This design comes from an exercise in tuning for small area, a short achievable clock period and few clock cycles on the open sky130 flow, not from production work. Function was checked by simulation only, so behaviour that the tests miss may differ from the original. Power figures rest on the tool's default switching activity, not on a simulated workload.

==> design.v <==
`timescale 1ns / 1ps
module adder#(parameter N = 32)(
    input   logic [N-1:0]    adder_a, adder_b,
    output  logic [N-1:0]    adder_y
    );
assign  adder_y = adder_a + adder_b;
endmodule
`timescale 1ns / 1ps
module flopcr #(parameter WIDTH = 32)(
    input   logic               clk,reset,clr,
    input   logic [WIDTH-1:0]   flopr_d,
    output  logic [WIDTH-1:0]   flopr_q
);
    always_ff @(posedge clk, posedge reset) begin
        if(reset)       flopr_q <= 0;
        else if(clr)    flopr_q <= 0;
        else            flopr_q <= flopr_d;
    end
endmodule
`timescale 1ns / 1ps
module flopencr #(parameter WIDTH = 32)(
    input   logic               clk,reset,en,clr,
    input   logic [WIDTH-1:0]   flopr_d,
    output  logic [WIDTH-1:0]   flopr_q
);
    always_ff @(posedge clk, posedge reset) begin
        if(reset)       flopr_q <= 0;
        else if(clr)    flopr_q <= 0;
        else if(en)     flopr_q <= flopr_d;
    end
endmodule
`timescale 1ns / 1ps
module flopenr #(parameter WIDTH = 8)(
    input   logic               clk, reset, en,
    input   logic [WIDTH-1:0]   flopenr_d,
    output  logic [WIDTH-1:0]   flopenr_q
);
always_ff @(posedge clk, posedge reset)
    if (reset) flopenr_q <= 0;
    else if (en) flopenr_q <= flopenr_d;
endmodule
`timescale 1ns / 1ps
module flopr #(parameter WIDTH = 32)(
    input   logic               clk,reset,
    input   logic [WIDTH-1:0]   flopr_d,
    output  logic [WIDTH-1:0]   flopr_q
);
    always_ff @(posedge clk, posedge reset) begin
        if(reset)   flopr_q <= 0;
        else        flopr_q <= flopr_d;
    end
endmodule
`timescale 1ns / 1ps
module mux2#(parameter WIDTH = 32)(
    input [WIDTH-1:0]   mux2_d0,mux2_d1,
    input               mux2_s,
    output [WIDTH-1:0]  mux2_y
);
    assign  mux2_y = mux2_s ? mux2_d1 : mux2_d0;
endmodule
`timescale 1ns / 1ps
module mux3#(parameter WIDTH = 32)(
    input   logic [WIDTH-1:0]   mux3_d0,mux3_d1,mux3_d2,
    input   logic [1:0]         mux3_s,
    output  logic [WIDTH-1:0]   mux3_y
);
    assign mux3_y = mux3_s[1] ? mux3_d2 : (mux3_s[0] ? mux3_d1 : mux3_d0);
endmodule
`timescale 1ns / 1ps
module mux4#(parameter WIDTH = 32)(
    input   logic [WIDTH-1:0]   mux4_d0,mux4_d1,mux4_d2,mux4_d3,
    input   logic [1:0]         mux4_s,
    output  logic [WIDTH-1:0]   mux4_y
);
    always_comb begin
        case(mux4_s)
            3'b00: mux4_y <= mux4_d0;
            3'b01: mux4_y <= mux4_d1;
            3'b10: mux4_y <= mux4_d2;
            3'b11: mux4_y <= mux4_d3;
        endcase
    end
endmodule
`timescale 1ns / 1ps
module mux5#(parameter WIDTH = 32)(
    input   logic [WIDTH-1:0]   mux5_d0,mux5_d1,mux5_d2,mux5_d3,mux5_d4,
    input   logic [2:0]         mux5_s,
    output  logic [WIDTH-1:0]   mux5_y
);
    always_comb begin
        case(mux5_s)
            3'b000: mux5_y <= mux5_d0;
            3'b001: mux5_y <= mux5_d1;
            3'b010: mux5_y <= mux5_d2;
            3'b011: mux5_y <= mux5_d3;
            3'b100: mux5_y <= mux5_d4;
            default:mux5_y <= mux5_d0;
        endcase
    end
endmodule
`timescale 1ns / 1ps
module signext#(parameter PART = 16, ALL = 32)(
    input   logic [PART-1:0]    se_a,
    output  logic [ALL-1:0]  se_y
);
    assign  se_y = {{(ALL-PART){se_a[PART-1]}},se_a};
endmodule
`timescale 1ns / 1ps
module sl2#(parameter N = 32)(
    input   logic [N-1:0] sl2_a,
    output  logic [N-1:0] sl2_y
);
    assign sl2_y = {sl2_a[N-3:0],2'b00};
endmodule
`timescale 1ns / 1ps
module zeroext#(parameter PART = 16, ALL = 32)(
    input   logic [PART-1:0]    ze_a,
    output  logic [ALL-1:0]  ze_y
);
    assign  ze_y = {{(ALL-PART){1'b0}},ze_a};
endmodule
`timescale 1ns / 1ps
module alu#(parameter N = 64)(
    input   logic [N-1:0] alu_a,alu_b,
    input   logic [3:0]   alu_control,
    output  logic [N-1:0] alu_y,
    output  logic         zero
);
    parameter S_OR = 3'b001;
    parameter S_AND = 3'b000;
    parameter S_PLUS = 3'b010;
    parameter S_UNUSED = 3'b011;
    parameter S_AND_NEG = 3'b100;
    parameter S_OR_NE = 3'b101;
    parameter S_MINUS = 3'b110;
    parameter S_STL = 3'b111;
    logic [31:0] alu_y32;
    logic [31:0] alu_a32;
    logic [31:0] alu_b32;
    assign alu_a32 = alu_a[31:0];
    assign alu_b32 = alu_b[31:0];
    always_comb begin
        alu_y32 = 0;
        if (alu_control[3]) begin
            case(alu_control[2:0])
                S_AND:      alu_y = alu_a & alu_b;
                S_OR:       alu_y = alu_a | alu_b;
                S_PLUS:     alu_y = alu_a + alu_b;
                S_AND_NEG:  alu_y = alu_a &~alu_b;
                S_OR_NE:    alu_y = alu_a |~alu_b;
                S_MINUS:    alu_y = alu_a - alu_b;
                S_STL:      alu_y = alu_a < alu_b;
                S_UNUSED:   alu_y = 0;
            endcase
        end
        else begin
            case(alu_control[2:0])
                S_AND:      alu_y32 = alu_a32 & alu_b32;
                S_OR:       alu_y32 = alu_a32 | alu_b32;
                S_PLUS:     alu_y32 = alu_a32 + alu_b32;
                S_AND_NEG:  alu_y32 = alu_a32 &~alu_b32;
                S_OR_NE:    alu_y32 = alu_a32 |~alu_b32;
                S_MINUS:    alu_y32 = alu_a32 - alu_b32;
                S_STL:      alu_y32 = alu_a32 < alu_b32;
                S_UNUSED:   alu_y32 = 0;
            endcase
            alu_y = {32'b0,alu_y32};
        end
    end
    assign zero = alu_y==0 ? 1 : 0;
endmodule
`timescale 1ns / 1ps
module regfile#(parameter N = 32, L = 32)(
    input   logic           clk,
    input   logic           we3,
    input   logic [4:0]     ra1, ra2, wa3,
    input   logic [N-1:0]   wd3,
    output  logic [N-1:0]   rd1, rd2,
    input   logic [4:0]     checka,
    output  logic [N-1:0]   check
);  
    logic [N-1:0] rf[L-1:0];
    always_ff @(posedge clk)
        if (we3)
            rf[wa3] <= wd3;
    assign rd1 = (ra1 !=0) ? ((we3 && ra1 == wa3) ? wd3 : rf[ra1]) : 0;
    assign rd2 = (ra2 !=0) ? ((we3 && ra2 == wa3) ? wd3 : rf[ra2]) : 0;
    assign check = rf[checka];
endmodule
`timescale 1ns / 1ps
module hazardunit(
    input   logic       clk,reset,
    input   logic       branchD,
    input   logic [4:0] rsD,rtD,rsE,rtE,
    input   logic [4:0] writeregE,writeregM,writeregW,
    input   logic       memtoregE, memtoregM,regwriteE,regwriteM,regwriteW,
    output  logic       StallF,StallD,FlushE,
    output  logic       ForwardAD,ForwardBD,
    output  logic [1:0] ForwardAE,ForwardBE
);
    logic   lwStallD, branchStallD;
    assign ForwardAD = rsD !=0 & (rsD == writeregM) & regwriteM;
    assign ForwardBD = rtD !=0 & (rtD == writeregM) & regwriteM;
    always_comb begin
        ForwardAE = 2'b00; ForwardBE = 2'b00;
        if (rsE != 0)
            if (rsE == writeregM & regwriteM)
                ForwardAE = 2'b10;
            else if (rsE == writeregW & regwriteW)
                ForwardAE = 2'b01;
        if (rtE != 0)
            if (rtE == writeregM & regwriteM)
                ForwardBE = 2'b10;
            else if (rtE == writeregW & regwriteW)
                ForwardBE = 2'b01;
    end
    assign lwStallD = memtoregE & (rtE == rsD | rtE == rtD);
    assign branchStallD = branchD & (regwriteE & (writeregE == rsD | writeregE == rtD) | 
                                       memtoregM & (writeregM == rsD | writeregM == rtD));
    assign StallD = lwStallD | branchStallD;
    assign StallF = StallD;
    assign FlushE = StallD;
endmodule
`timescale 1ns / 1ps
module datapath #(parameter N = 64, W = 32, I = 16 ,B = 8)(
    input   logic       clk, reset,
    output  logic [5:0] op, funct,
    input   logic       bneD,branchD,jumpD,
    input   logic       regwriteE,regwriteM,regwriteW,
    input   logic       memtoregE,memtoregM,memtoregW,
    input   logic [2:0] readtypeM,
    input   logic       regdstE,
    input   logic [1:0] alusrcE,
    input   logic [3:0] alucontrolE,
    output  logic[N-1:0]dataadr,
    output  logic[N-1:0]writedata,
    input   logic[N-1:0]readdata,
    output  logic [31:0]instradr,
    input   logic [31:0]instrF,
    output  logic       FlushE,
    output  logic [7:0] pclow,
    input   logic [4:0] checka,
    output  logic[N-1:0]check,
    output  logic [4:0] writeregW,
    output  logic       instrreq,
    input   logic       instrabort,
    output  logic[W-1:0]instrD
);
    logic           StallF,StallD,ForwardAD,ForwardBD,FlushD;
    logic [1:0]     ForwardAE,ForwardBE;
    logic [W-1:0]   pcnextF,pcF,pc4F,pc4D,pcbranchD;
    logic [4:0]     rsD,rtD,rdD,rsE,rtE,rdE;
    logic [N-1:0]   signimmD,zeroimmD,signimmE,zeroimmE;
    logic [N-1:0]   signbyteD,zerobyteD,signbyteE,zerobyteE;
    logic [W-1:0]   signimm4D;
    logic [B-1:0]   mbyte;
    logic [N-1:0]   mbytezext,mbytesext,mwordzext,mwordsext;
    logic [N-1:0]   writedataE,writedataM;
    logic [4:0]     writeregE,writeregM;
    logic [N-1:0]   readdataM,readdataW;
    logic [N-1:0]   aluoutE,aluoutM,aluoutW;
    logic [N-1:0]   resultW;
    logic [N-1:0]   srca1D,srcb1D,srca1E,srcb1E,srcaE,srcbE;
    logic           zero;
    logic [1:0]     pcsrcD;
    logic [N-1:0]   euqalAD,euqalBD;
    logic           equalD;
    logic           WaitInstr;
    logic [1:0]     instrstate;
    assign instradr = pcF;
    hazardunit      hazardunit(clk,reset,branchD,rsD,rtD,rsE,rtE,
                            writeregE,writeregM,writeregW,
                            memtoregE,memtoregM,regwriteE,regwriteM,regwriteW,
                            StallF,StallD,FlushE,
                            ForwardAD,ForwardBD,ForwardAE,ForwardBE);
    logic [2:0] instrcnt;
    always @(posedge clk,posedge reset)begin
        if(reset)begin
            instrcnt    <=  0; 
            WaitInstr   <=  1;
            instrreq    <=  0;
        end
        else case (instrcnt)
                3'd0: begin
                    instrreq    <=  1;
                    instrcnt    <=  instrcnt + 1;
                    WaitInstr   <=  1;
                end
                3'd1:begin 
                    instrreq    <=  0;
                    instrcnt    <=  instrcnt + 1; 
                end
                3'd2:if(instrabort==0)begin 
                    instrreq    <=  0;  
                    WaitInstr   <=  0; 
                    instrcnt    <=  0; 
                end
            endcase
    end
    flopenr#(W)    pcreg(clk, reset, ~StallF & (~WaitInstr | FlushD), pcnextF, pcF);
    assign  pclow = pcF[9:2];
    adder   #(W)    pcplus4(pcF,32'b100,pc4F);
    mux3    #(W)    pcmux(pc4F,pcbranchD,{pc4D[31:28],instrD[25:0],2'b00},pcsrcD,pcnextF);
    flopencr#(64)   regF2D(clk,reset,~StallD,FlushD|(WaitInstr&~StallD), 
                        {instrF,pc4F},
                        {instrD,pc4D});
    assign  op    = instrD[31:26];
    assign  funct = instrD[5:0];
    assign  rsD   = instrD[25:21];
    assign  rtD   = instrD[20:16];
    assign  rdD   = instrD[15:11];
    regfile#(N,32)  regfile(clk,regwriteW,rsD,rtD,writeregW,resultW,srca1D,srcb1D,checka,check);
    signext#(I,N)   signext(instrD[15:0],signimmD);
    zeroext#(I,N)   zeroext(instrD[15:0],zeroimmD);
    sl2     #(W)    sl2(signimmD[W-1:0],signimm4D);
    adder   #(W)    branchcalc(pcF,signimm4D,pcbranchD);
    mux2    #(N)    eq1mux(srca1D,aluoutM,ForwardAD,euqalAD);
    mux2    #(N)    eq2mux(srcb1D,aluoutM,ForwardBD,euqalBD);
    assign equalD = (euqalAD==euqalBD)^bneD;
    assign pcsrcD = {jumpD,branchD & equalD};
    assign FlushD = (pcsrcD[0] | pcsrcD[1]) & ~StallD;
    flopcr#(271)    regD2E(clk,reset,FlushE, 
                        {srca1D,srcb1D,signimmD,zeroimmD,rsD,rtD,rdD},
                        {srca1E,srcb1E,signimmE,zeroimmE,rsE,rtE,rdE});
    mux3    #(N)    srcamux(srca1E,resultW,aluoutM,ForwardAE,srcaE);
    mux3    #(N)    wdmux(srcb1E,resultW,aluoutM,ForwardBE,writedataE);
    mux3    #(N)    srcbmux(writedataE,signimmE,zeroimmE,alusrcE,srcbE);
    mux2    #(5)    regdstmux(rtE, rdE, regdstE, writeregE);
    alu     #(N)    alu(srcaE,srcbE,alucontrolE,aluoutE,zero);
    flopr #(133)    regE2M(clk,reset, 
                        {aluoutE,writedataE,writeregE},
                        {aluoutM,writedataM,writeregM});
    assign dataadr   =  aluoutM;
    assign writedata =  writedataM; 
    mux4 #(B)       lbmux(readdata[31:24], readdata[23:16], readdata[15:8],
                        readdata[7:0], dataadr[1:0], mbyte);
    zeroext #(B,N)  lbze(mbyte, mbytezext);
    signext #(B,N)  lbse(mbyte, mbytesext);
    zeroext #(W,N)  lwze(readdata[31:0], mwordzext);
    signext #(W,N)  lwse(readdata[31:0], mwordsext);
    mux5    #(N)    datamux(mwordsext,mwordzext,mbytesext,mbytezext,readdata,readtypeM,readdataM);
    flopr #(133)    regM2W(clk,reset, 
                        {readdataM,aluoutM,writeregM},
                        {readdataW,aluoutW,writeregW});
    mux2    #(N)    resultmux(aluoutW,readdataW,memtoregW,resultW);
endmodule
`timescale 1ns / 1ps
module aludec(
    input   logic [5:0] funct,
    input   logic [2:0] aluop,
    output  logic [3:0] alucontrol
);
    always_comb
        case(aluop)
            3'b000: alucontrol <= 4'b0010;  
            3'b001: alucontrol <= 4'b0000;  
            3'b010: alucontrol <= 4'b0001;  
            3'b011: alucontrol <= 4'b0111;  
            3'b100: alucontrol <= 4'b1010;  
            3'b111: case(funct)  
                6'b000000: alucontrol <= 4'b0011;  
                6'b100000: alucontrol <= 4'b0010;  
                6'b100010: alucontrol <= 4'b0110;  
                6'b100100: alucontrol <= 4'b0000;  
                6'b100101: alucontrol <= 4'b0001;  
                6'b101010: alucontrol <= 4'b0111;  
                6'b101100: alucontrol <= 4'b1010;  
                6'b101110: alucontrol <= 4'b1110;  
                default: alucontrol <= 4'b0011; 
            endcase
            default: alucontrol <= 4'b0011; 
        endcase
endmodule
`timescale 1ns / 1ps
module maindec(
    input   logic       clk, reset,   
    input   logic [5:0] op,
    output  logic       regwrite, memtoreg, regdst, readreq,
    output  logic [1:0] memwrite, 
    output  logic [1:0] alusrc,
    output  logic       bne, branch, jump,
    output  logic [2:0] aluop, readtype
); 
    parameter RTYPE = 6'b000000;
    parameter LD    = 6'b110111;
    parameter LWU   = 6'b100111;
    parameter LW    = 6'b100011;
    parameter LBU   = 6'b100100;
    parameter LB    = 6'b100000;
    parameter SD    = 6'b111111;
    parameter SW    = 6'b101011;
    parameter SB    = 6'b101000;
    parameter BEQ   = 6'b000100;
    parameter BNE   = 6'b000101;
    parameter J     = 6'b000010;
    parameter ADDI  = 6'b001000;
    parameter ANDI  = 6'b001100;
    parameter ORI   = 6'b001101;
    parameter SLTI  = 6'b001010;
    parameter DADDI = 6'b011000;
    logic [16:0] controls;
    assign {regwrite,memtoreg,regdst, memwrite, alusrc,
            bne,branch,jump, aluop, readtype,readreq} = controls; 
    always_comb
        case (op)
            RTYPE:  controls <= 17'b101_00_00_000_111_0000;
            SD:     controls <= 17'b000_11_01_000_000_0000;
            SW:     controls <= 17'b000_01_01_000_000_0000;
            SB:     controls <= 17'b000_10_01_000_000_0000;
            LD:     controls <= 17'b110_00_01_000_000_1001;
            LWU:    controls <= 17'b110_00_01_000_000_0011;
            LW:     controls <= 17'b110_00_01_000_000_0001;
            LBU:    controls <= 17'b110_00_01_000_000_0111;
            LB:     controls <= 17'b110_00_01_000_000_0101;
            ADDI:   controls <= 17'b100_00_01_000_000_0000;
            ANDI:   controls <= 17'b100_00_10_000_001_0000;
            ORI:    controls <= 17'b100_00_10_000_010_0000;
            SLTI:   controls <= 17'b100_00_01_000_011_0000;
            DADDI:  controls <= 17'b100_00_01_000_100_0000;
            BEQ:    controls <= 17'b000_00_00_010_000_0000;
            BNE:    controls <= 17'b000_00_00_110_000_0000;
            J:      controls <= 17'b000_00_00_001_000_0000;
            default:controls <= 17'b0;
        endcase
endmodule
`timescale 1ns / 1ps
module controller(
    input   logic       clk, reset,
    input   logic [5:0] op, funct,
    input   logic       FlushE,
    output  logic       regdstE, regwriteE,regwriteM,regwriteW, 
    output  logic       memtoregE,memtoregM,memtoregW,readreqM,
    output  logic [1:0] memwriteM,
    output  logic [1:0] alusrcE,
    output  logic [3:0] alucontrolE,
    output  logic       bneD,branchD,jumpD,
    output  logic [2:0] readtypeM
); 
    logic [2:0] aluopD,readtypeE,readtypeD;
    logic [1:0] memwriteD,memwriteE;
    logic       memtoregD;
    logic       readreqD,readreqE;
    logic       regwriteD,regdstD;
    logic [1:0] alusrcD;
    logic [3:0] alucontrolD;
    maindec maindec(clk, reset, op,
                    regwriteD,memtoregD, regdstD, readreqD,
                    memwriteD, alusrcD, bneD, branchD, jumpD,
                    aluopD, readtypeD);
    aludec aludec(funct, aluopD, alucontrolD);
    flopcr#(15)     regD2E(clk,reset,FlushE, 
                        {regwriteD,memtoregD,memwriteD,alucontrolD,alusrcD,regdstD,readtypeD,readreqD},
                        {regwriteE,memtoregE,memwriteE,alucontrolE,alusrcE,regdstE,readtypeE,readreqE});
    flopr #(8)      regE2M(clk,reset, 
                        {regwriteE,memtoregE,memwriteE,readtypeE,readreqE},
                        {regwriteM,memtoregM,memwriteM,readtypeM,readreqM});      
    flopr #(2)      regM2W(clk,reset,{regwriteM,memtoregM},
                                     {regwriteW,memtoregW});
endmodule
`timescale 1ns / 1ps
module mips#(parameter N = 64)(
    input   logic       in_clk, reset,
    output  logic[N-1:0]dataadr, writedata,
    output  logic [1:0] memwriteM,
    output  logic [31:0]instradr,
    input   logic [31:0]instr,
    input   logic[N-1:0]readdata,
    input   logic [4:0] checka,
    output  logic [N-1:0]check
);
    logic       lbu;
    logic       memtoregE,memtoregM,memtoregW;  
    logic [1:0] alusrcE;    
    logic [3:0] alucontrolE;
    logic       bneD,branchD,jumpD;       
    logic       regdstE, regwriteE,regwriteM,regwriteW; 
    logic [5:0] op, funct;
    logic       FlushE;
    logic [2:0] readtypeM;
    logic       readreqM;
    logic       clk;
    logic       datareq;
    logic [31:0]instrD;
    logic [4:0] writeregW;
    logic [7:0] pclow;
    logic       instrreq;
    assign datareq = memwriteM[0]|memwriteM[1]|readreqM;
    assign clk = in_clk;
    datapath datapath(clk, reset, op, funct, bneD, branchD, jumpD,
                        regwriteE, regwriteM, regwriteW,
                        memtoregE, memtoregM, memtoregW,
                        readtypeM, regdstE, 
                        alusrcE,alucontrolE, dataadr,
                        writedata, readdata, instradr,instr,
                        FlushE, pclow, checka, check, writeregW,
                        instrreq,1'b0,instrD);
    controller controller(clk, reset, op, funct, FlushE,
                        regdstE, regwriteE,regwriteM,regwriteW,
                        memtoregE,memtoregM,memtoregW, readreqM, memwriteM,
                        alusrcE, alucontrolE, bneD, branchD, jumpD, readtypeM);
endmodule
==> run.sh <==
#!/bin/bash
# synth_recipe.tcl (not shown) runs the flow's synth.tcl, then flattens the netlist and writes it again
# the make line also repeats each setting of config.mk as NAME=value (left out here)
make -C /OpenROAD-flow-scripts/flow DESIGN_CONFIG=/design/flow/config.mk WORK_HOME=/design/flow/orfs CLKGATE_MAP_FILE= SYNTH_SCRIPT=/design/flow/synth_recipe.tcl finish
==> config.mk <==
export PLATFORM = sky130hd
export DESIGN_NAME = mips
export DESIGN_NICKNAME = mips
export VERILOG_FILES = /design/flow/design.v
export SDC_FILE = /design/flow/constraint.sdc
export NUM_CORES = 4
export LEC_CHECK = 0
export CAP_MARGIN = 20
export CORE_MARGIN = 2
export CORE_UTILIZATION = 40
export SLEW_MARGIN = 20
==> constraint.sdc <==
create_clock -name core_clock -period 10.0 [get_ports {in_clk}]
set_input_delay 2.0000 -clock core_clock [delete_from_list [all_inputs] [get_ports {in_clk}]]
set_output_delay 2.0000 -clock core_clock [all_outputs]
set_load 0.01 [all_outputs]
==> run notes <==
final cells by class:
type	instances	area (µm²)	share of cell area (%)
diodes	44	110.1	0.06617
clock buffers	352	7760	4.664
clock inverters	172	1939	1.166
inverters	248	942.2	0.5662
multi-input cells	6462	68190	40.98
flip-flops and latches	2561	74380	44.70
well taps	4816	6026	3.622
repair buffers	725	7038	4.230
power by group through the flow:
stage,sequential [mW],clock (mW),combinational [mW]
detailed placement,12.6,0,4.13
global placement,12.6,0,4.07
CTS,12.4,11.2,4.15
floorplan,12.5,0,2.28
global route,12.4,11.6,4.44
finish,12.4,11.2,4.36
placed cells by master (no fill, tap or decap), types with 45 or more instances in the layout:
cell                n
mux2_2            127
o21ai_0           409
nor2b_1            50
ha_1              163
buf_4             337
a21oi_1           460
o22ai_1           154
mux4_2           1539
xnor2_1           201
inv_1             227
nand4_1            48
nor3_1            101
a22o_1             87
clkdlybuf4s50_1   321
nand3_1           148
maj3_1             53
xor2_1             67
mux2i_1           426
nor2_1            510
and3_1             53
a221oi_1           46
clkinv_2           51
a31oi_1            55
clkbuf_16         299
edfxtp_1         2048
o21a_1             73
nand2_1           609
clkinv_1           54
a211oi_1           78
o211ai_1           48
a21o_1             76
a22oi_1           163
nor4_1             45
dfrtp_1           498
buf_12             54
worst max path at each step:
stage                                                  startpoint                                       end  slack, ns  cells past startpoint
after floorplan                                             reset   controller.regD2E.flopr_q[10]$_DFF_PP0_       1.03                      1
after global placement    datapath.regF2D.flopr_q[53]$_DFFE_PP0P_  datapath.pcreg.flopenr_q[31]$_DFFE_PP0P_       1.56                     16
after detailed placement  datapath.regF2D.flopr_q[53]$_DFFE_PP0P_  datapath.pcreg.flopenr_q[31]$_DFFE_PP0P_       1.62                     16
after CTS                 datapath.regF2D.flopr_q[49]$_DFFE_PP0P_  datapath.pcreg.flopenr_q[31]$_DFFE_PP0P_       1.58                     17
after global routing      datapath.regF2D.flopr_q[49]$_DFFE_PP0P_  datapath.pcreg.flopenr_q[31]$_DFFE_PP0P_       1.03                     17
final                     datapath.regF2D.flopr_q[49]$_DFFE_PP0P_  datapath.pcreg.flopenr_q[31]$_DFFE_PP0P_       1.15                     17
registers in the layout (all words and copies together), names as in the netlist, 7 cells and up:
| signal | count |
|---|---|
| datapath.regD2E.flopr_q | 154 |
| datapath.pcreg.flopenr_q | 30 |
| controller.regD2E.flopr_q | 14 |
| controller.regE2M.flopr_q | 7 |
| datapath.regF2D.flopr_q | 36 |
| datapath.regM2W.flopr_q | 133 |
| datapath.regfile.rf | 2048 |
| datapath.regE2M.flopr_q | 133 |
cell families after synthesis:
| logic type | share of synthesized area [%] |
|---|---|
| flops | 50.52 |
| mux | 27.71 |
| compound gates | 8.983 |
| simple gates | 5.753 |
| buf+inv | 3.644 |
| xor+xnor | 1.595 |
| fa+ha+maj | 1.787 |
| other cells | 0.002549 |
per-layer routing:
| layer | vias to the layer above | GRT usage [%] | part of all wire, % |
|---|---|---|---|
| met5 | - | 0 | 0.074 |
| met4 | 50 | 22.14 | 7.8 |
| met1 | 56520 | 43.52 | 35 |
| li1 | 41420 | - | - |
| met2 | 9468 | 49.89 | 43 |
| met3 | 2102 | 12.21 | 15 |
through the flow:
stage               hold slack [ns]  util, %
CTS                          0.3479    45.39
global route                 0.3519    45.46
detailed placement           0.3347    42.74
global placement             0.3408    42.71
floorplan                    0.3312        -
finish                       0.3462    45.48
==> metrics.csv <==
metric,value,unit
status,finished clean,
chip height,610.5,µm
Final Hold Vio Count,0,
row count,222,
"Slowest-stage cell, CP",nor4_1,
"CP delay by family, top",simple AND/OR/NAND/NOR gates,
min setup slack post-route,1.148,ns
Worst VDD drop,0.1308,mV
relative slew slack,12.87,%
die footprint,372700,µm²
WP buf/inv,2,
clock network power share,40.0,%
Core Area,365800,µm²
register bit total from synthesis,2561,
via count,109600,
Async SR Flop Fraction,20.03,%
Avg Inst Size Synth,14.55,µm²
I/O pins,329,
hold depth,0,
CTS resizes,0,
unrepaired setup endpoints after global routing,false,
iteration count of the initial detailed-routing pass,9,
vias in the first global route,105500,
logic gate share of total power,15.6,%
Switch Pwr,7.823,mW
switching part of the total,27.99,%
pre-CTS WS,1.618,ns
Hold Buf Count CTS,0,
Clock Skews,0.05186,ns
"Clk pin slew, worst setup/hold paths",0.06,ns
"EDFF count, synth",2048,
initial core utilization,40.22,%
first-pass GRT wire length,887.6,mm
CTS Buffer Depth,4,
Final Instance Count excl. Fillers,15380,
initial antenna violation count,59,
CTS tree,yes,
CTS sink cnt,2561,
1st-iter DRT viols,18030,
final period utilization,88.52,%
"Clk Latency, worst-skew pair",0.94,ns
worst reg-to-reg path cell count,17,
P_leak,58.46,nW
wire per inst,42.51,µm
Post-synth top cells,"edfxtp_1 (2048), mux4_2 (1539), nand2_1 (615)",
Inserted Clock Buffers,289,
launch point of the worst hold path,controller.regD2E.flopr_q[1]$_DFF_PP0_,
Cells after Synth,10110,
top cell type's share of synthesized area,41.80,%
predominant post-synthesis flop cell,edfxtp_1,
fin crit period,8.852,ns
post-placement cell count,14810,
final setup vio count,0,
area of all placed cells without fillers,166400,µm²
die width,610.5,µm
share of cells above drive strength 1,25.64,%
Root Driver,clkbuf_16,
DP Area,156400,µm²
r2r startpoint,datapath.regF2D.flopr_q[49]$_DFFE_PP0P_,
most frequent cell after synthesis,edfxtp_1,
worst-path maximum fanout,73,
Final GP Congestion,0.9934,
yosys warns,15,
GRT overflow,0,
GRT Util Overall,34.34,%
Antenna Nets Post-Route,0,
worst min-delay path class,register to register,
"top cells by area, synth","edfxtp_1 (42%), mux4_2 (24%), dfrtp_1 (8.7%)",
count of different cell masters after synthesis,104,
crit-path max cell delay,0.96,ns
CP required,10.81,ns
hpwl dp,426.5,mm
IO Port Bufs,326,
mapped cell area,147100,µm²
cell taking the most area after synthesis,edfxtp_1,
crit-path cells,"buf_12, buf_4, mux4_2, mux2i_1, a21oi_1, a31o_1, o21a_1, mux2i_1, mux2i_1, nor4_1, nand4_1, nor4_1, nand4_1, mux2_4, a31oi_4, nand2_1, o211ai_1",
worst hold endpoint,controller.regE2M.flopr_q[1]$_DFF_PP0_,
Pwr Total,27.95,mW
number of fill cells,31810,
post-synthesis sequential area ratio,50.52,%
slew at the pin closest to its max-slew limit,1.306,ns
"Data arrival, critical path",9.66,ns
largest net degree at the start of global routing,149,
startpoint types,register,
Pins Over Slew Limit,0,
critical path type,register to register,
# DRC,0,
RR Endpoint,datapath.pcreg.flopenr_q[31]$_DFFE_PP0P_,
Final TNS setup,0,ns
R2R setup slack,1.15,ns
Post-CTS Repair Setup Buffers,0,
H-tree levels,5,
Max Cap Violations,0,
part of the power in registers,44.5,%
PD cells,168.0,nW/µm²
Via-to-Cell Ratio,7.124,
area grow syn2layout,13.08,%
cell mode on critical path,mux2i_1,
drt total wl,653.7,mm
Fmax achieved,113.0,MHz
Nets,10560,
Internal,20.13,mW
Crit. End Element,register,
Testbench counts, summed over its fixed seeds: cycles 89,040.

==> re-timing with driven ports <==
No port has a modelled driver above. Below, the same layout with a new extraction and two added sets of constraints.
Step 1 assumes that a clkbuf_16 drives the clock port and a buf_2 every other input.
Step 2 times the ports against the registers' clock, not the clock port: input delays grow and output delays shrink by t, the midpoint of the rising clock arrivals with the driver on.
Three values: ideal ports, drivers, drivers and shift; two values: the first two.
t, ns: 1.024
setup slack, ns: 1.148 / 1.148 / 1.148
hold slack, ns: 0.346 / 0.346 / 0.346
After both steps setup and hold are still met in this run. For this run, drivers alone change the setup slack by 0.000 ns; drivers and shift together by 0.000 ns.
